This design comes from an exercise in tuning for small area on the open sky130 flow, not from production work.
In this exercise RTL edits were held to simulation tests only and were not proved equivalent to the original.

== before ==
==> flow/design.v <==
module Datapath(
    clock,
    reset,
    instr,
    pc,
    rf_we,
    rf_waddr,
    rf_wdata,
    dm_we,
    dm_addr,
    dm_wdata
);
    input reset, clock;
    input [31:0] instr;
    output [31:0] pc;
    output rf_we;
    output [4:0] rf_waddr;
    output [31:0] rf_wdata;
    output dm_we;
    output [4:0] dm_addr;
    output [31:0] dm_wdata;
    wire [6:0] op = instr[6:0];
    wire [4:0] rd = instr[11:7];
    wire [4:0] rs1 = instr[19:15];
    wire [4:0] rs2 = instr[24:20];
    wire [2:0] f3 = instr[14:12];
    wire [6:0] f7 = instr[31:25];
    wire is_r  = (op == 7'b0110011);
    wire is_ld = (op == 7'b0000011);
    wire is_st = (op == 7'b0100011);
    wire is_br = (op == 7'b1100011);
    reg [31:1] pcq;
    assign pc = {pcq, 1'b0};
    reg [31:0] rf [1:31];
    reg [31:0] dm [0:31];
    wire [31:1] sa, sb;
    genvar n;
    generate
        for (n = 1; n < 32; n = n + 1) begin : g_sel
            assign sa[n] = (rs1 == n);
            assign sb[n] = (rs2 == n);
        end
    endgenerate
    wire [31:0] a, b;
    generate
        for (n = 0; n < 32; n = n + 1) begin : g_rd
            wire [31:1] col;
            genvar m;
            for (m = 1; m < 32; m = m + 1) begin : g_c
                assign col[m] = rf[m][n];
            end
            OneHotMux31 mux_a(.sel(sa), .d(col), .o(a[n]));
            OneHotMux31 mux_b(.sel(sb), .d(col), .o(b[n]));
        end
    endgenerate
    wire f7z = (f7 == 7'b0000000);
    wire f7s = (f7 == 7'b0100000);
    wire op_as  = (f7z | f7s) & (f3 == 3'b000);
    wire op_and = f7z & (f3 == 3'b111);
    wire op_or  = f7z & (f3 == 3'b110);
    wire inv = instr[30] | ~instr[4];        
    wire [31:0] bb = b ^ {32{inv}};
    wire [31:0] p = a ^ bb;
    wire [31:0] g = a & bb;
    wire [32:0] s2 = {a, 1'b1} + {bb, inv};
    wire [31:0] sum = s2[32:1];
    wire [31:0] alu = ({32{op_as}} & sum) |
                      ({32{op_and}} & g) |
                      ({32{op_or}} & (p | g));
    wire [4:0] ioff = is_st ? {instr[26:25], instr[11:9]} : instr[26:22];
    wire [4:0] ip = a[4:0] ^ ioff;
    wire [4:0] ig = a[4:0] & ioff;
    wire [4:1] ic;
    assign ic[1] = ig[0];
    assign ic[2] = ig[1] | (ip[1] & ig[0]);
    assign ic[3] = ig[2] | (ip[2] & ig[1]) | (ip[2] & ip[1] & ig[0]);
    assign ic[4] = ig[3] | (ip[3] & ig[2]) | (ip[3] & ip[2] & ig[1]) |
                   (ip[3] & ip[2] & ip[1] & ig[0]);
    wire [4:0] idx = ip ^ {ic, 1'b0};
    wire [31:0] sm;
    generate
        for (n = 0; n < 32; n = n + 1) begin : g_msel
            assign sm[n] = (idx == n);
        end
    endgenerate
    wire [31:0] mrd;
    generate
        for (n = 0; n < 32; n = n + 1) begin : g_mrd
            wire [31:0] col;
            genvar m;
            for (m = 0; m < 32; m = m + 1) begin : g_c
                assign col[m] = dm[m][n];
            end
            OneHotMux32 mux_m(.sel(sm), .d(col), .o(mrd[n]));
        end
    endgenerate
    wire [31:0] wd = is_ld ? mrd : alu;
    assign rf_we = is_r | is_ld;
    assign rf_waddr = rd;
    assign rf_wdata = wd;
    assign dm_we = is_st;
    assign dm_addr = idx;
    assign dm_wdata = b;
    wire taken = is_br & (&p);
    wire [10:0] boff = taken ? {instr[7], instr[30:25], instr[11:8]} : 11'd2;
    wire bs = taken & instr[31];
    wire [30:0] pa = {{20{bs}}, boff};
    wire [31:1] pcn = pcq + pa;
    always @(posedge clock)
        if (reset) pcq <= 31'd0;
        else pcq <= pcn;
    wire [31:0] wd0 = wd & {32{~reset}};
    wire [31:0] wd1 = wd | {32{reset}};
    wire [31:0] bd0 = b & {32{~reset}};
    wire [31:0] bd1 = b | {32{reset}};
    genvar i, j;
    generate
        for (i = 1; i < 32; i = i + 1) begin : g_rf
            wire en = reset | (rf_we & (rd == i));
            wire [31:0] rv = (i == 29) ? 32'd252 : i;
            wire [31:0] d;
            for (j = 0; j < 32; j = j + 1) begin : g_b
                assign d[j] = rv[j] ? wd1[j] : wd0[j];
            end
            always @(posedge clock)
                if (en) rf[i] <= d;
        end
        for (i = 0; i < 32; i = i + 1) begin : g_dm
            wire en = reset | (is_st & (idx == i));
            wire [31:0] d;
            for (j = 0; j < 32; j = j + 1) begin : g_b
                assign d[j] = (i >> j) & 1 ? bd1[j] : bd0[j];
            end
            always @(posedge clock)
                if (en) dm[i] <= d;
        end
    endgenerate
endmodule
module OneHotMux31(sel, d, o);
    input [31:1] sel;
    input [31:1] d;
    output o;
    wire [10:0] t;
    genvar g;
    generate
        for (g = 0; g < 10; g = g + 1) begin : g_t
            AOI222 u(.a0(sel[3*g+1]), .b0(d[3*g+1]), .a1(sel[3*g+2]), .b1(d[3*g+2]),
                     .a2(sel[3*g+3]), .b2(d[3*g+3]), .y(t[g]));
        end
    endgenerate
    assign t[10] = ~(sel[31] & d[31]);
    assign o = ~&t;
endmodule
module OneHotMux32(sel, d, o);
    input [31:0] sel;
    input [31:0] d;
    output o;
    wire [10:0] t;
    genvar g;
    generate
        for (g = 0; g < 10; g = g + 1) begin : g_t
            AOI222 u(.a0(sel[3*g]), .b0(d[3*g]), .a1(sel[3*g+1]), .b1(d[3*g+1]),
                     .a2(sel[3*g+2]), .b2(d[3*g+2]), .y(t[g]));
        end
    endgenerate
    assign t[10] = ~((sel[30] & d[30]) | (sel[31] & d[31]));
    assign o = ~&t;
endmodule
module AOI222(a0, b0, a1, b1, a2, b2, y);
    input a0, b0, a1, b1, a2, b2;
    output y;
    assign y = ~((a0 & b0) | (a1 & b1) | (a2 & b2));
endmodule
export LEC_CHECK = 0
export CAP_MARGIN = 20
export CORE_MARGIN = 2
export CORE_UTILIZATION = 60
export SLEW_MARGIN = 20
export SYNTH_HIERARCHICAL = 1
create_clock -name core_clock -period 12.0 [get_ports {clock}]
standard.sh (not shown) runs the stock make flow with config.mk's settings and CLKGATE_MAP_FILE= SYNTH_SCRIPT=/design/flow/synth_recipe.tcl, a recipe that flattens the netlist after the stock synthesis.
==> flow/flow/run.sh <==
#!/bin/bash
# Layout flow: the standard ORFS flow (standard synthesis unchanged),
# with a leaner clock tree (clkbuf_8 leaves over clusters of up to 16
# sinks, no dummy loads) and plain buf_2 port buffers.
# Each tool's output goes to a log in this folder.
set -euo pipefail
CTS="-sink_clustering_enable -repair_clock_nets -dont_use_dummy_load"
CTS="$CTS -sink_clustering_size 16 -sink_clustering_max_diameter 60"
CTS="$CTS -buf_list {sky130_fd_sc_hd__clkbuf_8}"
bash standard.sh "CTS_ARGS=$CTS" \
    "BUFFER_PORTS_ARGS=-buffer_cell sky130_fd_sc_hd__buf_2" \
    finish > standard_flow.log 2>&1
#### Input delta (after over before)
--- a/flow/design.v
+++ b/flow/design.v
@@ -79,23 +79,22 @@
     wire [4:0] idx = ip ^ {ic, 1'b0};
     wire [31:0] sm;
     generate
         for (n = 0; n < 32; n = n + 1) begin : g_msel
-            assign sm[n] = (idx == n);
+            assign sm[n] = is_ld & (idx == n);
         end
     endgenerate
-    wire [31:0] mrd;
+    wire [31:0] wd;
     generate
         for (n = 0; n < 32; n = n + 1) begin : g_mrd
             wire [31:0] col;
             genvar m;
             for (m = 0; m < 32; m = m + 1) begin : g_c
                 assign col[m] = dm[m][n];
             end
-            OneHotMux32 mux_m(.sel(sm), .d(col), .o(mrd[n]));
+            OneHotMux33 mux_m(.sel(sm), .d(col), .sx(~is_ld), .dx(alu[n]), .o(wd[n]));
         end
     endgenerate
-    wire [31:0] wd = is_ld ? mrd : alu;
     assign rf_we = is_r | is_ld;
     assign rf_waddr = rd;
     assign rf_wdata = wd;
     assign dm_we = is_st;
@@ -150,11 +149,12 @@
     endgenerate
     assign t[10] = ~(sel[31] & d[31]);
     assign o = ~&t;
 endmodule
-module OneHotMux32(sel, d, o);
+module OneHotMux33(sel, d, sx, dx, o);
     input [31:0] sel;
     input [31:0] d;
+    input sx, dx;
     output o;
     wire [10:0] t;
     genvar g;
     generate
@@ -162,9 +162,9 @@
             AOI222 u(.a0(sel[3*g]), .b0(d[3*g]), .a1(sel[3*g+1]), .b1(d[3*g+1]),
                      .a2(sel[3*g+2]), .b2(d[3*g+2]), .y(t[g]));
         end
     endgenerate
-    assign t[10] = ~((sel[30] & d[30]) | (sel[31] & d[31]));
+    AOI222 u_x(.a0(sel[30]), .b0(d[30]), .a1(sel[31]), .b1(d[31]), .a2(sx), .b2(dx), .y(t[10]));
     assign o = ~&t;
 endmodule
 module AOI222(a0, b0, a1, b1, a2, b2, y);
     input a0, b0, a1, b1, a2, b2;
Findings:
- after closes out successfully: all stages finished, all timing, DRC and antenna checks passed.
- Compared with before, after shows number of ordinary and repair buffers in the finished layout that has gone down slightly.
- Clock buffer and inverter area fraction after layout: after vs before — no meaningful difference
- Sequential share of layout area came out higher on after than on before.
- after leaves more setup margin than before.
- Re global-route track usage on met1: after is 0.32 points down on before.
- Final layout net count on after is down relative to before.
- Per the comparison of after with before, post-layout instance area dropped about 0.3%; core utilization of the finished layout dropped 0.21 points.
- Taking before as the reference point, the growth of design area from synthesis to finish of after falls by 0.28 points.

re-timing with driven ports:
In the flow no input, the clock included, has a driving cell. The finished layouts below were timed again as built, in two steps.
Step 1: set_driving_cell puts a clkbuf_16 on clock and a buf_2 on each other input, an assumption about the parent block.
Step 2 times the ports against the registers' clock, not the clock port: input delays grow and output delays shrink by t, the midpoint of the rising clock arrivals with the driver on.
Three values: no drivers, after step 1, after step 2; two values: the first two.
| run | t, ns | setup WS [ns] | worst slew at a driven data input, ns | cell pins on the clock port's net |
|---|---|---|---|---|
| before | 0.952 | 0.521 / 0.490 / 0.490 | 0.19 | 1 |
| after | 0.942 | 0.567 / 0.273 / 0.273 | 0.31 | 1 |
After both steps setup and hold are still met in every run listed. For after, which loses most, drivers alone change the setup slack by -0.294 ns; drivers and shift together by -0.294 ns.
